What follows belongs to an exercise in optimizing a design on an open flow for a short achievable clock period; a production flow would make more cautious choices. Function was checked by simulation only, so behaviour that the tests miss may differ from the original. The flow treats the clock pin as an ideal source. Dropping or thinning the clock tree relies on that and would not hold on a real chip. Power and IR drop assume default switching activity.

// systolic_array
module systolic_array
#(
    parameter DATA_BIT = 8
)
(
    input [DATA_BIT-1:0] input_west0,
    input [DATA_BIT-1:0] input_west4,
    input [DATA_BIT-1:0] input_west8,
    input [DATA_BIT-1:0] input_west12,
    input [DATA_BIT-1:0] input_north0,
    input [DATA_BIT-1:0] input_north1,
    input [DATA_BIT-1:0] input_north2,
    input [DATA_BIT-1:0] input_north3,
    input clk,
    input rst,
    output reg done,
    output [2*DATA_BIT-1:0] result0, result1, result2, result3,
                            result4, result5, result6, result7,
                            result8, result9, result10, result11,
                            result12, result13, result14, result15
);
Settings: LEC_CHECK=0, ABC_AREA=1, CAP_MARGIN=20, CORE_MARGIN=2, CORE_UTILIZATION=65, PLACE_DENSITY=0.75, SETUP_SLACK_MARGIN=2.95, SLEW_MARGIN=20; clock period 5.0 ns.
standard.sh (not shown) runs the stock make flow with config.mk's settings and CLKGATE_MAP_FILE= SYNTH_SCRIPT=/design/flow/synth_recipe.tcl, a recipe that flattens the netlist after the stock synthesis.
==> flow/flow/run.sh <==
#!/bin/bash
# The standard ORFS flow (the standard.sh), except that the clock tree is a
# two-level tree built by flow/manual_cts.tcl (sourced as the PRE_CTS_TCL hook),
# followed by a second worst-path setup repair (flow/post_cts.tcl, the POST_CTS_TCL hook).
set -euo pipefail
here=$(pwd)
bash standard.sh synth > synth.log 2>&1
bash standard.sh floorplan > floorplan.log 2>&1
bash standard.sh place > place.log 2>&1
PRE_CTS_TCL=$here/flow/manual_cts.tcl POST_CTS_TCL=$here/flow/post_cts.tcl bash standard.sh cts > cts.log 2>&1
grep -q "manual_cts: clock tree built" orfs/logs/sky130hd/systolic_array/base/4_1_cts.log
bash standard.sh finish > finish.log 2>&1
==> flow/flow/post_cts.tcl <==
# A second setup repair after the standard one, aimed at the worst path only.
log_cmd estimate_parasitics -placement
log_cmd repair_timing -setup -setup_margin $::env(SETUP_SLACK_MARGIN) -repair_tns 0 -verbose
log_cmd detailed_placement
check_placement -verbose
Other scripts of this flow, unchanged in this note and not shown: flow/flow/manual_cts.tcl
Edit:
==> flow/flow/run.sh (replaced) <==
#!/bin/bash
# The standard ORFS flow (the standard.sh), except that the clock tree is a
# two-level tree built by flow/manual_cts.tcl (sourced as the PRE_CTS_TCL hook).
set -euo pipefail
here=$(pwd)
bash standard.sh synth > synth.log 2>&1
bash standard.sh floorplan > floorplan.log 2>&1
bash standard.sh place > place.log 2>&1
PRE_CTS_TCL=$here/flow/manual_cts.tcl bash standard.sh cts > cts.log 2>&1
grep -q "manual_cts: clock tree built" orfs/logs/sky130hd/systolic_array/base/4_1_cts.log
bash standard.sh finish > finish.log 2>&1
--- a/flow/config.mk
+++ b/flow/config.mk
@@ -12,3 +12,3 @@
 export PLACE_DENSITY = 0.75
-export SETUP_SLACK_MARGIN = 2.95
+export SETUP_SLACK_MARGIN = 2.8
 export SLEW_MARGIN = 20
removed: flow/flow/post_cts.tcl
=>
- routed wire length came out lower by 2.8%
- setup slack is worse by 0.046 ns
- total power came out lower by 4.7%
- critical path depth came out higher by 12
- first-iteration DRC count came out lower by 3.3%
- register-to-register slack is worse by 0.07 ns
In every run of this note, the design's own scripts or RTL, not TritonCTS, make the clock network.


systolic_array again, from the RTL that the note above started with.
// systolic_array
module systolic_array
#(
    parameter DATA_BIT = 8
)
(
    input [DATA_BIT-1:0] input_west0,
    input [DATA_BIT-1:0] input_west4,
    input [DATA_BIT-1:0] input_west8,
    input [DATA_BIT-1:0] input_west12,
    input [DATA_BIT-1:0] input_north0,
    input [DATA_BIT-1:0] input_north1,
    input [DATA_BIT-1:0] input_north2,
    input [DATA_BIT-1:0] input_north3,
    input clk,
    input rst,
    output reg done,
    output [2*DATA_BIT-1:0] result0, result1, result2, result3,
                            result4, result5, result6, result7,
                            result8, result9, result10, result11,
                            result12, result13, result14, result15
);
Settings: LEC_CHECK=0, ABC_AREA=1, CAP_MARGIN=20, CORE_MARGIN=2, CORE_UTILIZATION=65, PLACE_DENSITY=0.75, SETUP_SLACK_MARGIN=3.2, SLEW_MARGIN=20, TNS_END_PERCENT=5; clock period 5.0 ns.
==> flow/flow/run.sh <==
#!/bin/bash
# The standard ORFS flow (the standard.sh), except that the clock tree is a
# two-level tree built by flow/manual_cts.tcl (sourced as the PRE_CTS_TCL hook).
set -euo pipefail
here=$(pwd)
bash standard.sh synth > synth.log 2>&1
bash standard.sh floorplan > floorplan.log 2>&1
bash standard.sh place > place.log 2>&1
PRE_CTS_TCL=$here/flow/manual_cts.tcl bash standard.sh cts > cts.log 2>&1
grep -q "manual_cts: clock tree built" orfs/logs/sky130hd/systolic_array/base/4_1_cts.log
bash standard.sh finish > finish.log 2>&1
==> flow/flow/manual_cts.tcl <==
# Manual two-level clock tree: the clock port drives NROOT root buffers, each
# root drives the leaf buffers of one region, and each leaf buffer drives a
# cluster of about LEAF_SIZE neighbouring flip-flops.
set leaf_size [expr {[info exists ::env(MCTS_LEAF_SIZE)] ? $::env(MCTS_LEAF_SIZE) : 28}]
set nroot [expr {[info exists ::env(MCTS_NROOT)] ? $::env(MCTS_NROOT) : 4}]
set bufcell [expr {[info exists ::env(MCTS_BUF)] ? $::env(MCTS_BUF) : "sky130_fd_sc_hd__clkbuf_16"}]
set rootcell [expr {[info exists ::env(MCTS_ROOTBUF)] ? $::env(MCTS_ROOTBUF) : "sky130_fd_sc_hd__clkbuf_16"}]

# Output buffers: move each port's buffer next to the cell that drives it, so the
# buffer (not the flip-flop) drives the long wire to the pin.
if {![info exists ::env(MCTS_MOVE_OUTBUF)] || $::env(MCTS_MOVE_OUTBUF)} {
  set nmoved 0
  set blk [ord::get_db_block]
  foreach bt [$blk getBTerms] {
    if {[$bt getIoType] ne "OUTPUT"} continue
    set onet [$bt getNet]
    if {$onet eq "NULL"} continue
    set drv [$onet getFirstOutput]
    if {$drv eq "NULL"} continue
    set buf [$drv getInst]
    if {![string match *buf* [[$buf getMaster] getName]]} continue
    set ain [$buf findITerm A]
    if {$ain eq "NULL"} continue
    set inet [$ain getNet]
    if {$inet eq "NULL"} continue
    set src [$inet getFirstOutput]
    if {$src eq "NULL"} continue
    lassign [[$src getInst] getLocation] sx sy
    $buf setLocation $sx $sy
    incr nmoved
  }
  puts "manual_cts: moved $nmoved output buffers next to their drivers"
}

set block [ord::get_db_block]
set dbu [$block getDbUnitsPerMicron]
set clk_port_name [get_full_name [lindex [get_property [lindex [all_clocks] 0] sources] 0]]
set clknet [$block findNet $clk_port_name]

# sinks: every instance pin on the clock net, with its location in um
set sinks {}
foreach it [$clknet getITerms] {
  set inst [$it getInst]
  set bb [$inst getBBox]
  set x [expr {([$bb xMin] + [$bb xMax]) / 2.0 / $dbu}]
  set y [expr {([$bb yMin] + [$bb yMax]) / 2.0 / $dbu}]
  lappend sinks [list [$inst getName]/[[$it getMTerm] getName] $x $y]
}
set n [llength $sinks]
puts "manual_cts: $n sinks on $clk_port_name"

# split a list of {name x y} into groups of near-equal size on a grid
proc grid_split {items ngroups} {
  set xs [lsort -real [lmap i $items {lindex $i 1}]]
  set ys [lsort -real [lmap i $items {lindex $i 2}]]
  set w [expr {max(1.0, [lindex $xs end] - [lindex $xs 0])}]
  set h [expr {max(1.0, [lindex $ys end] - [lindex $ys 0])}]
  set nx [expr {max(1, int(round(sqrt($ngroups * $w / $h))))}]
  if {$nx > $ngroups} { set nx $ngroups }
  set ny [expr {int(ceil(double($ngroups) / $nx))}]
  set byx [lsort -real -index 1 $items]
  set m [llength $byx]
  set groups {}
  for {set i 0} {$i < $nx} {incr i} {
    set a [expr {$i * $m / $nx}]
    set b [expr {($i + 1) * $m / $nx - 1}]
    set col [lsort -real -index 2 [lrange $byx $a $b]]
    set mc [llength $col]
    # snake order so neighbouring groups stay close
    for {set j 0} {$j < $ny} {incr j} {
      set c [expr {$j * $mc / $ny}]
      set d [expr {($j + 1) * $mc / $ny - 1}]
      if {$d >= $c} { lappend groups [lrange $col $c $d] }
    }
  }
  return $groups
}

proc centroid {g} {
  set sx 0; set sy 0
  foreach i $g { set sx [expr {$sx + [lindex $i 1]}]; set sy [expr {$sy + [lindex $i 2]}] }
  return [list [expr {$sx / [llength $g]}] [expr {$sy / [llength $g]}]]
}

set nleaf [expr {int(ceil(double($n) / $leaf_size))}]
set leaves {}
set k 0
foreach g [grid_split $sinks $nleaf] {
  lassign [centroid $g] cx cy
  set pins [lmap i $g {get_pins [lindex $i 0]}]
  set name clkleaf_$k
  insert_buffer -buffer_cell $bufcell -net $clk_port_name -load_pins $pins -location [list $cx $cy] -buffer_name $name -net_name clknet_leaf_$k
  set drv [[[$block findITerm [lindex $g 0 0]] getNet] getFirstOutput]
  lappend leaves [list [[$drv getInst] getName]/A $cx $cy]
  incr k
}
puts "manual_cts: $k leaf buffers"
set k 0
foreach g [grid_split $leaves $nroot] {
  lassign [centroid $g] cx cy
  set pins [lmap i $g {get_pins [lindex $i 0]}]
  insert_buffer -buffer_cell $rootcell -net $clk_port_name -load_pins $pins -location [list $cx $cy] -buffer_name clkroot_$k -net_name clknet_root_$k
  incr k
}
puts "manual_cts: $k root buffers"
foreach net [$block getNets] {
  if {[string match clknet_* [$net getName]] || [$net getName] eq $clk_port_name} { $net setSigType CLOCK }
}
set_propagated_clock [all_clocks]

# The tree is complete: TritonCTS, which cts.tcl calls next, has nothing left to do.
rename clock_tree_synthesis triton_clock_tree_synthesis
proc clock_tree_synthesis {args} { puts "manual_cts: clock tree built by manual_cts.tcl" }
Change:
- TNS_END_PERCENT: 5 -> unset
What happened:
- first-iteration DRC count rises by 10%
- routed wire length rises by 13%
- hold slack degrades by 0.0036 ns
- global-route usage increases by 2.0 points
- die area stays the same
- power increases by 16%
Change:
- SETUP_SLACK_MARGIN: 3.2 -> 2.95
Core utilization drops by 6.9 points.
Combinational power goes down by 25%.
Cell count drops by 2.0%.
Worst setup slack improves by 0.030 ns.
Wire length fell by 13%.
Change:
--- a/flow/flow/manual_cts.tcl
+++ b/flow/flow/manual_cts.tcl
@@ -7,2 +7,20 @@
 set rootcell [expr {[info exists ::env(MCTS_ROOTBUF)] ? $::env(MCTS_ROOTBUF) : "sky130_fd_sc_hd__clkbuf_16"}]
+
+# Port buffers that an earlier step left as delay cells become plain buffers.
+if {![info exists ::env(MCTS_FIX_IOBUF)] || $::env(MCTS_FIX_IOBUF)} {
+  set nfix 0
+  foreach bt [[ord::get_db_block] getBTerms] {
+    set n [$bt getNet]
+    if {$n eq "NULL"} continue
+    foreach it [$n getITerms] {
+      set inst [$it getInst]
+      set mname [[$inst getMaster] getName]
+      if {[string match *clkdlybuf* $mname] || [string match *dlygate* $mname] || [string match *dlymetal* $mname]} {
+        replace_cell [$inst getName] sky130_fd_sc_hd__buf_6
+        incr nfix
+      }
+    }
+  }
+  puts "manual_cts: $nfix port buffers made plain buffers"
+}
 
@@ -59,3 +77,2 @@
   if {$nx > $ngroups} { set nx $ngroups }
-  set ny [expr {int(ceil(double($ngroups) / $nx))}]
   set byx [lsort -real -index 1 $items]
@@ -63,8 +80,12 @@
   set groups {}
+  set start 0
   for {set i 0} {$i < $nx} {incr i} {
-    set a [expr {$i * $m / $nx}]
-    set b [expr {($i + 1) * $m / $nx - 1}]
-    set col [lsort -real -index 2 [lrange $byx $a $b]]
+    # column i gets ny groups and a matching share of the items
+    set g0 [expr {$i * $ngroups / $nx}]
+    set g1 [expr {($i + 1) * $ngroups / $nx}]
+    set ny [expr {$g1 - $g0}]
+    set end [expr {$g1 * $m / $ngroups}]
+    set col [lsort -real -index 2 [lrange $byx $start [expr {$end - 1}]]]
+    set start $end
     set mc [llength $col]
-    # snake order so neighbouring groups stay close
     for {set j 0} {$j < $ny} {incr j} {
- CORE_UTILIZATION: 65 -> 72
- PLACE_DENSITY: 0.75 -> 0.82
Effect: Area after synthesis stays the same. Routed wire length came out higher by 5.4%. Hold slack got worse by 0.012 ns. Sequential power stays flat.
In every run of this note, the design's own scripts or RTL, not TritonCTS, make the clock network.

static timing again, ports no longer ideal:
No port has a modelled driver above. Below, the same layouts with a new extraction and two added sets of constraints.
Step 1 sets driving cells, clkbuf_16 on the clock port and buf_2 on the other inputs (assumed; they add their load-dependent delay and slew).
Step 2 adds t to the input delays and takes it off the output delays; t is the mean of the earliest and latest rising clock arrival at the registers after step 1. Input paths then give back, and output paths get back, about the clock's delay inside the block.
a / b / c = ideal ports / drivers / drivers and shift; a / b = the first two.
| run | t (ns) | setup WS [ns] | hold WS [ns] | worst register clock-pin slew, ns | pins driven straight from the clock port |
|---|---|---|---|---|---|
| the first run of note 1 | 0.722 | 2.903 / 2.726 / 2.446 | 0.408 / 0.316 / 0.408 | 0.12 / 0.12 | 4 |
| the second run of note 1 | 0.716 | 2.857 / 2.732 / 2.443 | 0.400 / 0.400 / 0.400 | 0.11 / 0.11 | 4 |
| the first run of note 2 | 0.728 | 2.871 / 2.706 / 2.266 | 0.410 / 0.410 / 0.410 | 0.11 / 0.11 | 4 |
| the second run of note 2 | 0.726 | 2.867 / 2.704 / 2.478 | 0.407 / 0.407 / 0.407 | 0.12 / 0.12 | 4 |
| the third run of note 2 | 0.724 | 2.896 / 2.724 / 2.316 | 0.407 / 0.407 / 0.407 | 0.12 / 0.12 | 4 |
| the fourth run of note 2 | 0.720 | 2.885 / 2.716 / 2.494 | 0.396 / 0.396 / 0.396 | 0.12 / 0.12 | 4 |
After both steps setup and hold are still met in every run listed. For the first run of note 2, which loses most, drivers alone change the setup slack by -0.165 ns; drivers and shift together by -0.605 ns.
